Source: an optimization exercise on an open RTL-to-GDS flow (aim: small area and a short achievable clock period). Production flows keep margins and buffers that such runs may drop.
Only simulation tests tie the RTL to the original design; equivalence was not proved.
Power is estimated from default activity; no workload was simulated.

## config.mk

```make
export PLATFORM = sky130hd
export DESIGN_NAME = frequency_measurement
export DESIGN_NICKNAME = frequency_measurement
export VERILOG_FILES = /design/flow/design.v
export SDC_FILE = /design/flow/constraint.sdc
export NUM_CORES = 4
export LEC_CHECK = 0
export CAP_MARGIN = 20
export CORE_MARGIN = 2
export CORE_UTILIZATION = 50
export CTS_CLUSTER_DIAMETER = 40
export CTS_CLUSTER_SIZE = 10
export SLEW_MARGIN = 20
```

## design.v

```verilog
module full_adder #(
    parameter WIDTH = 1   
)(
    input logic [WIDTH-1:0] a,   
    input logic [WIDTH-1:0] b,   
    input logic [WIDTH-1:0] cin,  
    output logic [WIDTH-1:0] sum,  
    output logic [WIDTH-1:0] cout  
);
    assign sum = a ^ b ^ cin;                 
    assign cout = (a & b) | (cin & (a ^ b));  
endmodule
module adder #(
    parameter WIDTH = 4   
)(
    input logic [WIDTH-1:0] a, b,                 
    output logic [WIDTH-1:0] result,              
    output logic carry, overflow
);
    logic [WIDTH-1:0] carry_out;                  
    logic cin;
    assign cin = 1'b0;  
    genvar i;
    generate
        for (i = 0; i < WIDTH; i = i + 1) begin : adder_block
            if (i == 0) begin
                full_adder #(
                    .WIDTH(1)   
                ) fa (
                    .a(a[i]),
                    .b(b[i]),
                    .cin(cin),
                    .sum(result[i]),
                    .cout(carry_out[i])
                );
            end else begin
                full_adder #(
                    .WIDTH(1)   
                ) fa (
                    .a(a[i]),
                    .b(b[i]),
                    .cin(carry_out[i-1]),
                    .sum(result[i]),
                    .cout(carry_out[i])
                );
            end
        end
    endgenerate
    assign carry = carry_out[WIDTH-1];            
    assign overflow = (a[WIDTH-1] == b[WIDTH-1]) && (result[WIDTH-1] != a[WIDTH-1]);
endmodule
module subtractor #(
    parameter WIDTH = 4   
)(
    input logic [WIDTH-1:0] a, b,                 
    output logic [WIDTH-1:0] result,              
    output logic borrow, overflow
);
    logic [WIDTH-1:0] b_complement;
    logic [WIDTH-1:0] b_not;
    logic [WIDTH-1:0] one;                         
    logic carry_out;
    assign one = {WIDTH{1'b0}} + 1;                
    assign b_not = ~b;                             
    adder #(
        .WIDTH(WIDTH)   
    ) add_1_to_complement (
        .a(b_not),
        .b(one),           
        .result(b_complement),
        .carry(),             
        .overflow()           
    );
    adder #(
        .WIDTH(WIDTH)   
    ) subtract_add (
        .a(a),
        .b(b_complement),
        .result(result),
        .carry(carry_out),
        .overflow(overflow)
    );
    assign borrow = ~carry_out;   
endmodule
module partial_multiplier #(
    parameter WIDTH = 4   
)(
    input logic [WIDTH-1:0] a,           
    input logic b,                       
    input logic [WIDTH-1:0] shift,       
    output logic [2*WIDTH-1:0] result    
);
    always_comb begin
        if (b) begin
            result = {{WIDTH{1'b0}}, a} << shift;   
        end else begin
            result = {2*WIDTH{1'b0}};             
        end
    end
endmodule
module multiplier #(
    parameter WIDTH = 4   
)(
    input logic [WIDTH-1:0] a,                 
    input logic [WIDTH-1:0] b,
    output logic [2*WIDTH-1:0] result          
);
    logic [2*WIDTH-1:0] partial_sum[WIDTH-1:0];   
    logic [2*WIDTH-1:0] product;                  
    generate
        genvar i;
        for (i = 0; i < WIDTH; i = i + 1) begin : gen_partial_multipliers
            partial_multiplier #(
                .WIDTH(WIDTH)
            ) pm (
                .a(a),
                .b(b[i]),
                .shift(i),
                .result(partial_sum[i])
            );
        end
    endgenerate
    always_comb begin
        product = {2*WIDTH{1'b0}};  
        for (int i = 0; i < WIDTH; i = i + 1) begin
            product = product + partial_sum[i];
        end
        result = product[2*WIDTH-1:0];   
    end
endmodule
module alu #(
    parameter WIDTH = 4   
)(
    input logic [WIDTH-1:0] a, b,                      
    input logic [3:0] opcode,                          
    output logic [WIDTH-1:0] result,                   
    output logic N, Z, C, V
);
    logic [WIDTH-1:0] sum, diff, prod, quotient, remainder;
    logic [WIDTH-1:0] and_res, or_res, xor_res, shl_res, shr_res;
    logic carry_out, overflow_sum, overflow_diff;
    adder #(
        .WIDTH(WIDTH)
    ) add_unit (
        .a(a),
        .b(b),
        .result(sum),
        .carry(carry_out),
        .overflow(overflow_sum)
    );
    subtractor #(
        .WIDTH(WIDTH)
    ) sub_unit (
        .a(a),
        .b(b),
        .result(diff),
        .borrow(),  
        .overflow(overflow_diff)
    );
    multiplier #(
        .WIDTH(WIDTH)
    ) mul_unit (
        .a(a),
        .b(b),
        .result(prod)
    );
    assign and_res = a & b;
    assign or_res = a | b;
    assign xor_res = a ^ b;
    assign shl_res = a << b[WIDTH-1:0];   
    assign shr_res = a >> b[WIDTH-1:0];
    assign quotient = b != 0 ? a / b : {WIDTH{1'b0}};  
    assign remainder = b != 0 ? a % b : {WIDTH{1'b0}};  
    always_comb begin
        case (opcode)
            4'b0000: result = sum;           
            4'b0001: result = diff;          
            4'b0010: result = prod;          
            4'b0011: result = quotient;      
            4'b0100: result = remainder;     
            4'b0101: result = and_res;       
            4'b0110: result = or_res;        
            4'b0111: result = xor_res;       
            4'b1000: result = shl_res;       
            4'b1001: result = shr_res;       
            default: result = {WIDTH{1'b0}};  
        endcase
    end
    assign N = result[WIDTH-1];                
    assign Z = (result == {WIDTH{1'b0}});     
    assign C = (opcode == 4'b0000) ? carry_out :  
               (opcode == 4'b1000) ? a[WIDTH-1] :  
               (opcode == 4'b1001) ? a[0] : 1'b0;  
    assign V = (opcode == 4'b0000) ? overflow_sum :  
               (opcode == 4'b0001) ? overflow_diff : 1'b0;  
endmodule
module register #(
    parameter WIDTH = 4     
)(
    input logic clk,        
    input logic reset,      
    input logic [WIDTH-1:0] d,  
    output logic [WIDTH-1:0] q   
);
    always_ff @(posedge clk or posedge reset) begin
        if (reset)
            q <= {WIDTH{1'b0}};   
        else
            q <= d;               
    end
endmodule
module frequency_measurement #(
    parameter WIDTH = 32   
)(
    input logic clk,                 
    input logic reset,               
    input logic [WIDTH-1:0] a, b,    
    input logic [3:0] opcode,        
    output logic [WIDTH-1:0] result, 
    output logic N, Z, C, V          
);
    logic [WIDTH-1:0] reg_a, reg_b;
    logic [WIDTH-1:0] alu_result;
    logic alu_N, alu_Z, alu_C, alu_V;
    register #(.WIDTH(WIDTH)) reg_a_inst (
        .clk(clk),
        .reset(reset),
        .d(a),
        .q(reg_a)
    );
    register #(.WIDTH(WIDTH)) reg_b_inst (
        .clk(clk),
        .reset(reset),
        .d(b),
        .q(reg_b)
    );
    alu #(
        .WIDTH(WIDTH)
    ) alu_instance (
        .a(reg_a),
        .b(reg_b),
        .opcode(opcode),
        .result(alu_result),
        .N(alu_N),
        .Z(alu_Z),
        .C(alu_C),
        .V(alu_V)
    );
    register #(.WIDTH(WIDTH)) reg_out_inst (
        .clk(clk),
        .reset(reset),
        .d(alu_result),
        .q(result)
    );
    register #(.WIDTH(1)) reg_N_inst (
        .clk(clk),
        .reset(reset),
        .d(alu_N),
        .q(N)
    );
    register #(.WIDTH(1)) reg_Z_inst (
        .clk(clk),
        .reset(reset),
        .d(alu_Z),
        .q(Z)
    );
    register #(.WIDTH(1)) reg_C_inst (
        .clk(clk),
        .reset(reset),
        .d(alu_C),
        .q(C)
    );
    register #(.WIDTH(1)) reg_V_inst (
        .clk(clk),
        .reset(reset),
        .d(alu_V),
        .q(V)
    );
endmodule
```

## run.sh

```bash
#!/bin/bash
# synth_recipe.tcl (not shown) runs the flow's synth.tcl, then flattens the netlist and writes it again
# the make line also repeats each setting of config.mk as NAME=value (left out here)
make -C /OpenROAD-flow-scripts/flow DESIGN_CONFIG=/design/flow/config.mk WORK_HOME=/design/flow/orfs CLKGATE_MAP_FILE= SYNTH_SCRIPT=/design/flow/synth_recipe.tcl finish
```

## constraint.sdc

```tcl
create_clock -name core_clock -period 75.0 [get_ports {clk}]
set_input_delay 15.0000 -clock core_clock [delete_from_list [all_inputs] [get_ports {clk}]]
set_output_delay 15.0000 -clock core_clock [all_outputs]
set_load 0.01 [all_outputs]
```

==> run summary <==
-- worst max-delay path, delay by kind of cell, from the launching register on --
kind | cells | cell delay (ps)
adder cells (fa/ha/maj) | 31 | 10110
multiplexers | 3 | 1020
buffers and inverters | 32 | 6880
flip-flops | 1 | 600
AND/OR/NAND/NOR | 75 | 16490
AO/OA/AOI/OAI | 144 | 37100
-- power breakdown --
group | internal (µW) | switching [µW] | total, µW
Combinational | 862 | 1430 | 2290
Sequential | 61.4 | 7.69 | 69.1
Clock | 23.2 | 33.5 | 56.7
-- what timing repair did --
item	CTS	global route
pin swaps	0	5
setup endpoints to repair	33	33
setup buffers	0	5
resized for setup	25	145
-- cell type report --
| type | count | area, µm² | share of cell area |
|---|---|---|---|
| multi-input cells | 6534 | 51700 | 0.822 |
| repair buffers | 507 | 4240 | 0.0674 |
| flip-flops and latches | 99 | 2500 | 0.0397 |
| inverters | 599 | 2260 | 0.0359 |
| well taps | 1500 | 1880 | 0.0298 |
| clock buffers | 9 | 225 | 0.00358 |
| clock inverters | 6 | 56.3 | 0.000895 |
| diodes | 17 | 42.5 | 0.000676 |
-- how the worst max path moves through the flow --
stage	startpoint	endpoint	slack, ps	cells after the start
3_5_place_dp	reg_b_inst.q[21]$_DFF_PP0_	reg_Z_inst.q$_DFF_PP0_	-2240	286
4_1_cts	reg_b_inst.q[21]$_DFF_PP0_	reg_Z_inst.q$_DFF_PP0_	60	290
2_1_floorplan	reg_b_inst.q[0]$_DFF_PP0_	reg_Z_inst.q$_DFF_PP0_	2510	304
6_report	reg_b_inst.q[21]$_DFF_PP0_	reg_Z_inst.q$_DFF_PP0_	2400	285
3_3_place_gp	reg_b_inst.q[22]$_DFF_PP0_	reg_Z_inst.q$_DFF_PP0_	-2400	282
5_1_grt	reg_b_inst.q[21]$_DFF_PP0_	reg_Z_inst.q$_DFF_PP0_	-60	295
-- flip-flops by register name, indices dropped and copies added, names as in the netlist --
signal,count
reg_V_inst.q,1
reg_N_inst.q,1
reg_Z_inst.q,1
reg_a_inst.q,32
reg_C_inst.q,1
reg_out_inst.q,31
reg_b_inst.q,32
-- metal layers --
layer | wire length, µm | track usage
met1 | 108000 | 0.622
met2 | 116000 | 0.692
met3 | 41800 | 0.160
met4 | 24700 | 0.335
met5 | 194 | 0
-- metrics by stage --
stage | setup WS, ps | power, µW | utilization
2_1_floorplan | 2510 | 1500 | -
3_3_place_gp | -2400 | 2200 | 0.548
3_5_place_dp | -2240 | 2220 | 0.548
4_1_cts | 63.4 | 2300 | 0.552
5_1_grt | -55.3 | 2560 | 0.557
6_report | 2400 | 2420 | 0.558
-- cell families after synthesis --
family,after synthesis,synth area share
compound gates,2133,0.251
xor+xnor,454,0.0698
fa+ha+maj,1219,0.330
buf+inv,943,0.0630
flops,99,0.0435
mux,171,0.0384
simple gates,2557,0.204
-- synthesized netlist by cell type, drive strengths merged, types with 46 or more instances --
library cell and number:
nor2 739, dfrtp 99, and3 57, nand2 956
o21bai 56, o21a 131, o31ai 49, nor4 53
a211o 47, nand4 55, buf 93, ha 743
a21o 189, nor3 187, xor2 184, a31oi 82
o21ai 403, o211ai 70, and2 46, or3 77
clkbuf 251, nand2b 59, a211oi 79, or2 52
a221oi 46, mux2 51, fa 476, mux2i 87
a21oi 530, inv 589, xnor2 270, nand3 145
==> flow_metrics.tcl <==
set metrics [dict create \
    status "no timing/DRC/antenna violations" \
    die_h_um 342 \
    antenna_found_initial 31 \
    gp_congestion 1.15 \
    cts_buffers 9 \
    track_usage 0.487 \
    dp_hpwl_mm 229 \
    die_w_um 342 \
    wirelength_mm 291 \
    end_kind "register" \
    synthCells 7576 \
    critPathKind "reg -> reg" \
    placedCellCount 9234 \
    period_share 0.968 \
    ant_nets 0 \
    syn_area_um2 57000 \
    drc 0 \
    synthArstFlopShare 1.00 \
    ys_ff_latch 99 \
    setup-tns-final_ps 0 \
    max_stage_delay_ps 730 \
    hold_slack_ps 1010 \
    worstHoldStart "reg_a_inst.q[31]$_DFF_PP0_" \
    drv_cap 0 \
    via_per_inst 6.95 \
    startpoint_type "register" \
    r2r-end "reg_Z_inst.q$_DFF_PP0_" \
    crit_top_cell "ha_1" \
    final_common_cell "nand2_1" \
    grt_pass1_vias 61600 \
    nNetsFinal 9039 \
    setup_violations 0 \
    cp.required_ps 75370 \
    clockBufferDepth 2 \
    finalCriticalPeriod_ps 72600 \
    stdcell_area_um2 62900 \
    cts-root-buf "clkbuf_16" \
    drive_gt1_frac 0.100 \
    area_delta_synth_final_pct 10.4 \
    cp_max_fo 23 \
    ff2ff_path_depth 285 \
    grt_pass1_wl_mm 419 \
    drt_iter0_markers 9285 \
    clock_insertion_delay_worst_skew_ps 480 \
    hold_path_depth 3 \
    n_fill_cell 10800 \
    cts.sinks 99 \
    dieArea_um2 117000 \
    synth-edff-count 0 \
    final_cells 9271 \
    start_util 0.505 \
    reg2reg_from "reg_b_inst.q[21]$_DFF_PP0_" \
    syn_avg_cell_area_um2 7.52 \
    hold_path_end "reg_V_inst.q$_DFF_PP0_" \
    ir_worst_vdd_mv 0.155 \
    synthDistinctLibCells 106 \
    cts-hold-fix-buffers 0 \
    yosys.area.top_type_share 0.167 \
    ys_seq_area_frac 0.0435 \
    vias 64400 \
    relSlewSlack 0.223 \
    p_leak_uw 0.0292 \
    post_drt_wl_per_cell_um 31.4 \
    yosysTopAreaCell "fa_1" \
    grt_overflow 0 \
    grt_max_degree 65 \
    critical_path_arrival_ps 72970 \
    synth_ff_type "dfrtp_1" \
    htreeDepth 3 \
    finalHoldViolations 0 \
    tightest_slew_ps 1150 \
    max_freq_mhz 13.8 \
    yosysWarnings 7 \
    port_buffers 105 \
    skew_ps 40.0 \
    pin_count 106 \
    std_cell_rows 123 \
    r2r_slack_ps 2400 \
    crit_slowest_cell "nor3_1" \
    synth.area.top_cells "fa_1 17%, ha_1 16%, nand2_1 6.3%" \
    report.final.slew_viol_count 0 \
    synth_nets 8865 \
    clk_pin_slew_ps 110 \
    hp-class "reg -> reg" \
    p_per_area_nw_per_um2 38.4 \
    final_cell_mix "951 x nand2_1, 742 x ha_1, 723 x nor2_1" \
    coreArea_um2 113000 \
    cts_tree "built" \
    firstDrtPassIters 9 \
    place_area_um2 61800 \
]

## port drivers added, routing unchanged
The flow's constraints put no driver on any port. The routed layout listed below was extracted and timed again, unchanged, in two steps. Step 1 assumes that a clkbuf_16 drives the clock port and a buf_2 every other input. Step 2 also shifts input and output timing later by t, the mid clock arrival at the registers, as if the neighbouring blocks saw the same clock. a / b / c = no drivers / after step 1 / after step 2; a / b = the first two.
t (ns): 0.528
slack for setup (ns): 2.405 / 2.405 / 2.405
clock arrival spread, ns: 0.041 / 0.042
worst register clock-pin slew, ns: 0.12 / 0.12
worst data-port slew with drivers (ns): 0.20
After both steps setup and hold are still met in this run. For this run, drivers alone change the setup slack by 0.000 ns; drivers and shift together by 0.000 ns.
